Context: an optimization exercise on an open-source flow, tuned for small area, a short achievable clock period and few clock cycles per item. The choices shown serve that exercise and are no tape-out recipe. Where RTL was checked, it was by simulation tests only, not by an equivalence proof against the original. Power and IR drop assume default switching activity.

==> flow/design.v <==
module huffman(clk, reset, gray_data, gray_valid, CNT_valid, CNT1, CNT2, CNT3, CNT4, CNT5, CNT6,
    code_valid, HC1, HC2, HC3, HC4, HC5, HC6, M1, M2, M3, M4, M5, M6);
input clk;
input reset;
input gray_valid;
input [7:0] gray_data;
output reg CNT_valid;
output [7:0] CNT1, CNT2, CNT3, CNT4, CNT5, CNT6;
output reg code_valid;
output [7:0] HC1, HC2, HC3, HC4, HC5, HC6;
output [7:0] M1, M2, M3, M4, M5, M6;
reg idle, counting, build;    
reg [5:0] sel;
reg [6:0] w[0:5];
reg [2:0] pos[0:5];
reg [4:0] hc[0:5];
reg [4:0] m[0:5];
reg par;         
reg merged;      
reg fin;         
reg comb;        
reg [2:0] ncomb;
integer i;
function lt7(input [6:0] x, input [6:0] z);
	reg [6:0] l, e;
	reg l65, e65, l43, e43, l21, e21, l6to3, e6to3, l2to0;
	begin
		l = ~x & z;
		e = ~(x ^ z);
		l65 = l[6] | (e[6] & l[5]);
		e65 = e[6] & e[5];
		l43 = l[4] | (e[4] & l[3]);
		e43 = e[4] & e[3];
		l21 = l[2] | (e[2] & l[1]);
		e21 = e[2] & e[1];
		l6to3 = l65 | (e65 & l43);
		e6to3 = e65 & e43;
		l2to0 = l21 | (e21 & l[0]);
		lt7 = l6to3 | (e6to3 & l2to0);
	end
endfunction
function [6:0] add7(input [6:0] x, input [6:0] z);
	reg [6:0] g, p, c;
	reg g10, g32, p32, g54, p54;
	begin
		g = x & z;
		p = x ^ z;
		g10 = g[1] | (p[1] & g[0]);
		g32 = g[3] | (p[3] & g[2]);
		p32 = p[3] & p[2];
		g54 = g[5] | (p[5] & g[4]);
		p54 = p[5] & p[4];
		c[0] = 1'b0;
		c[1] = g[0];
		c[2] = g10;
		c[3] = g[2] | (p[2] & g10);
		c[4] = g32 | (p32 & g10);
		c[5] = g[4] | (p[4] & c[4]);
		c[6] = g54 | (p54 & c[4]);
		add7 = p ^ c;
	end
endfunction
reg [6:0] cur, inc;
always @* begin
	cur = 7'd0;
	for (i = 0; i < 6; i = i + 1)
		cur = cur | ({7{sel[i]}} & w[i]);
	for (i = 0; i < 7; i = i + 1)
		inc[i] = cur[i] ^ (&(cur | ~((7'd1 << i) - 7'd1)));
end
reg [4:0] lt;
always @* begin
	for (i = 0; i < 5; i = i + 1)
		lt[i] = lt7(w[i], w[i + 1]);
end
wire in_order = ~|lt;
wire last = fin;
wire [6:0] sum = add7(w[4], w[5]);
reg [4:0] swap;
always @* begin
	for (i = 0; i < 5; i = i + 1) begin
		swap[i] = build && !comb && lt[i] && (merged || (i[0] == par));
	end
end
wire build_nx  = build ? !last : (counting && !gray_valid);
wire merged_nx = build && (merged || comb);
wire fin_nx    = build && comb && (ncomb == 3'd3);
wire comb_nx   = build && !comb && !fin && in_order;
always @(posedge clk or posedge reset) begin
	if (reset) begin
		idle <= 1'b1;
		counting <= 1'b0;
		build <= 1'b0;
		sel <= 6'd0;
		CNT_valid <= 1'b0;
		code_valid <= 1'b0;
	end
	else begin
		idle <= idle ? !gray_valid : last;
		counting <= idle ? gray_valid : (counting && gray_valid);
		build <= build_nx;
		for (i = 0; i < 6; i = i + 1)
			sel[i] <= gray_valid && (gray_data[2:0] == i + 1);
		CNT_valid <= counting && !gray_valid;
		code_valid <= last;
	end
end
always @(posedge clk) begin
	par <= build && !par;
	merged <= merged_nx;
	fin <= fin_nx;
	comb <= comb_nx;
	if (!build)
		ncomb <= 3'd0;
	else if (comb)
		ncomb <= ncomb + 3'd1;
end
reg dn[0:5], up[0:5], hold[0:5];
always @* begin
	for (i = 0; i < 6; i = i + 1) begin
		dn[i] = (i > 0) && (comb ? (i < 5) : swap[i - 1]);
		up[i] = (i < 5) && !comb && swap[i];
		hold[i] = counting ? !sel[i] : (build && !comb && !(i < 5 && swap[i]) && !(i > 0 && swap[i - 1]));
	end
end
always @(posedge clk) begin
	for (i = 0; i < 6; i = i + 1)
		w[i] <= ({7{hold[i]}} & w[i])
		      | ({7{dn[i]}} & w[(i + 5) % 6])
		      | ({7{up[i]}} & w[(i + 1) % 6])
		      | ({7{counting && sel[i]}} & inc)
		      | ({7{comb && i == 5}} & sum)
		      | {7{comb && i == 0}};
end
reg [2:0] np[0:5];
always @* begin
	for (i = 0; i < 6; i = i + 1) begin
		if (comb)
			np[i] = (i >= 4) ? 3'd5 : i + 1;
		else if (i < 5 && swap[i])
			np[i] = i + 1;
		else if (i > 0 && swap[i - 1])
			np[i] = i - 1;
		else
			np[i] = i;
	end
end
always @(posedge clk) begin
	for (i = 0; i < 6; i = i + 1) begin
		if (!build) begin
			pos[i] <= i;
			hc[i] <= 5'd0;
			m[i] <= 5'd0;
		end
		else begin
			pos[i] <= np[pos[i]];
			if ((comb && pos[i][2]) || last) begin
				m[i] <= {m[i][3:0], 1'b1};
				if (last ? pos[i][0] ^ lt[4] : pos[i][0])
					hc[i] <= hc[i] | ({m[i][3:0], 1'b1} & ~m[i]);
			end
		end
	end
end
assign CNT1 = {1'b0, w[0]};
assign CNT2 = {1'b0, w[1]};
assign CNT3 = {1'b0, w[2]};
assign CNT4 = {1'b0, w[3]};
assign CNT5 = {1'b0, w[4]};
assign CNT6 = {1'b0, w[5]};
assign HC1 = {3'b0, hc[0]};
assign HC2 = {3'b0, hc[1]};
assign HC3 = {3'b0, hc[2]};
assign HC4 = {3'b0, hc[3]};
assign HC5 = {3'b0, hc[4]};
assign HC6 = {3'b0, hc[5]};
assign M1 = {3'b0, m[0][4:1], 1'b1};
assign M2 = {3'b0, m[1][4:1], 1'b1};
assign M3 = {3'b0, m[2][4:1], 1'b1};
assign M4 = {3'b0, m[3][4:1], 1'b1};
assign M5 = {3'b0, m[4][4:1], 1'b1};
assign M6 = {3'b0, m[5][4:1], 1'b1};
endmodule
Settings: LEC_CHECK=0, CAP_MARGIN=20, CORE_MARGIN=2, CORE_UTILIZATION=55, CTS_BUF_LIST=sky130_fd_sc_hd__clkbuf_8, CTS_CLUSTER_SIZE=30, SETUP_SLACK_MARGIN=3.7, SLEW_MARGIN=20, TNS_END_PERCENT=10; clock period 6.0 ns.
standard.sh (not shown) runs the stock make flow with config.mk's settings and CLKGATE_MAP_FILE= SYNTH_SCRIPT=/design/flow/synth_recipe.tcl, a recipe that flattens the netlist after the stock synthesis.
==> flow/flow/run.sh <==
#!/bin/bash
# Standard layout, with two changes: plain buffers (instead of the delay buffers
# buffer_ports picks by default) on the input and output ports, and one tie
# cell per constant value shared by all constant outputs (instead of one per port).
set -euo pipefail
export BUFFER_PORTS_ARGS="-buffer_cell sky130_fd_sc_hd__buf_2"
export SKIP_REPAIR_TIE_FANOUT=1
bash standard.sh > standard_flow.log 2>&1
Testbench counts at the start, summed over its fixed seeds: cycles 23,029, frames 192.
Then changed:
--- a/flow/design.v
+++ b/flow/design.v
@@ -9,8 +9,9 @@
 output reg code_valid;
 output [7:0] HC1, HC2, HC3, HC4, HC5, HC6;
 output [7:0] M1, M2, M3, M4, M5, M6;
 reg idle, counting, build;    
+reg [2:0] pix;
 reg [5:0] sel;
 reg [6:0] w[0:5];
 reg [2:0] pos[0:5];
 reg [4:0] hc[0:5];
@@ -61,8 +62,10 @@
 	end
 endfunction
 reg [6:0] cur, inc;
 always @* begin
+	for (i = 0; i < 6; i = i + 1)
+		sel[i] = (pix == i + 1);
 	cur = 7'd0;
 	for (i = 0; i < 6; i = i + 1)
 		cur = cur | ({7{sel[i]}} & w[i]);
 	for (i = 0; i < 7; i = i + 1)
@@ -90,23 +93,21 @@
 	if (reset) begin
 		idle <= 1'b1;
 		counting <= 1'b0;
 		build <= 1'b0;
-		sel <= 6'd0;
 		CNT_valid <= 1'b0;
 		code_valid <= 1'b0;
 	end
 	else begin
 		idle <= idle ? !gray_valid : last;
 		counting <= idle ? gray_valid : (counting && gray_valid);
 		build <= build_nx;
-		for (i = 0; i < 6; i = i + 1)
-			sel[i] <= gray_valid && (gray_data[2:0] == i + 1);
 		CNT_valid <= counting && !gray_valid;
 		code_valid <= last;
 	end
 end
 always @(posedge clk) begin
+	pix <= gray_data[2:0];
 	par <= build && !par;
 	merged <= merged_nx;
 	fin <= fin_nx;
 	comb <= comb_nx;
Outcome: The changed run ran to the end with no violations; routed wire length increases by about 5%; power is higher by about 15%; design area is about the same; via count climbs by about 4.3%; global-route usage grows by 2.6 points; die area is higher by 0.33%; setup slack loses 0.027 ns; non-clock buffer count is lower by 9; first-iteration DRC count came out higher by 49%.
Only the layout flow was run in the second run of this note; the RTL was not checked for function there.

## what the ideal ports hide
No port has a modelled driver above. Below, the same layouts with a new extraction and two added sets of constraints. Step 1, drivers: a clkbuf_16 drives clk and a buf_2 each remaining input, both assumed. Step 2 times the ports against the registers' clock, not the clock port: input delays grow and output delays shrink by t, the midpoint of the rising clock arrivals with the driver on. a / b / c = ideal / step 1 / step 2; a / b = the first two.
run	shift t [ns]	setup WS [ns]	hold WS [ns]	clock arrival spread, ns	worst data-port slew with drivers (ns)
the first run	0.480	3.580 / 3.580 / 3.580	0.448 / 0.448 / 0.448	0.010 / 0.010	0.03
the second run	0.484	3.554 / 3.542 / 3.554	0.434 / 0.434 / 0.434	0.013 / 0.013	0.03
After both steps every run listed still meets setup and hold.
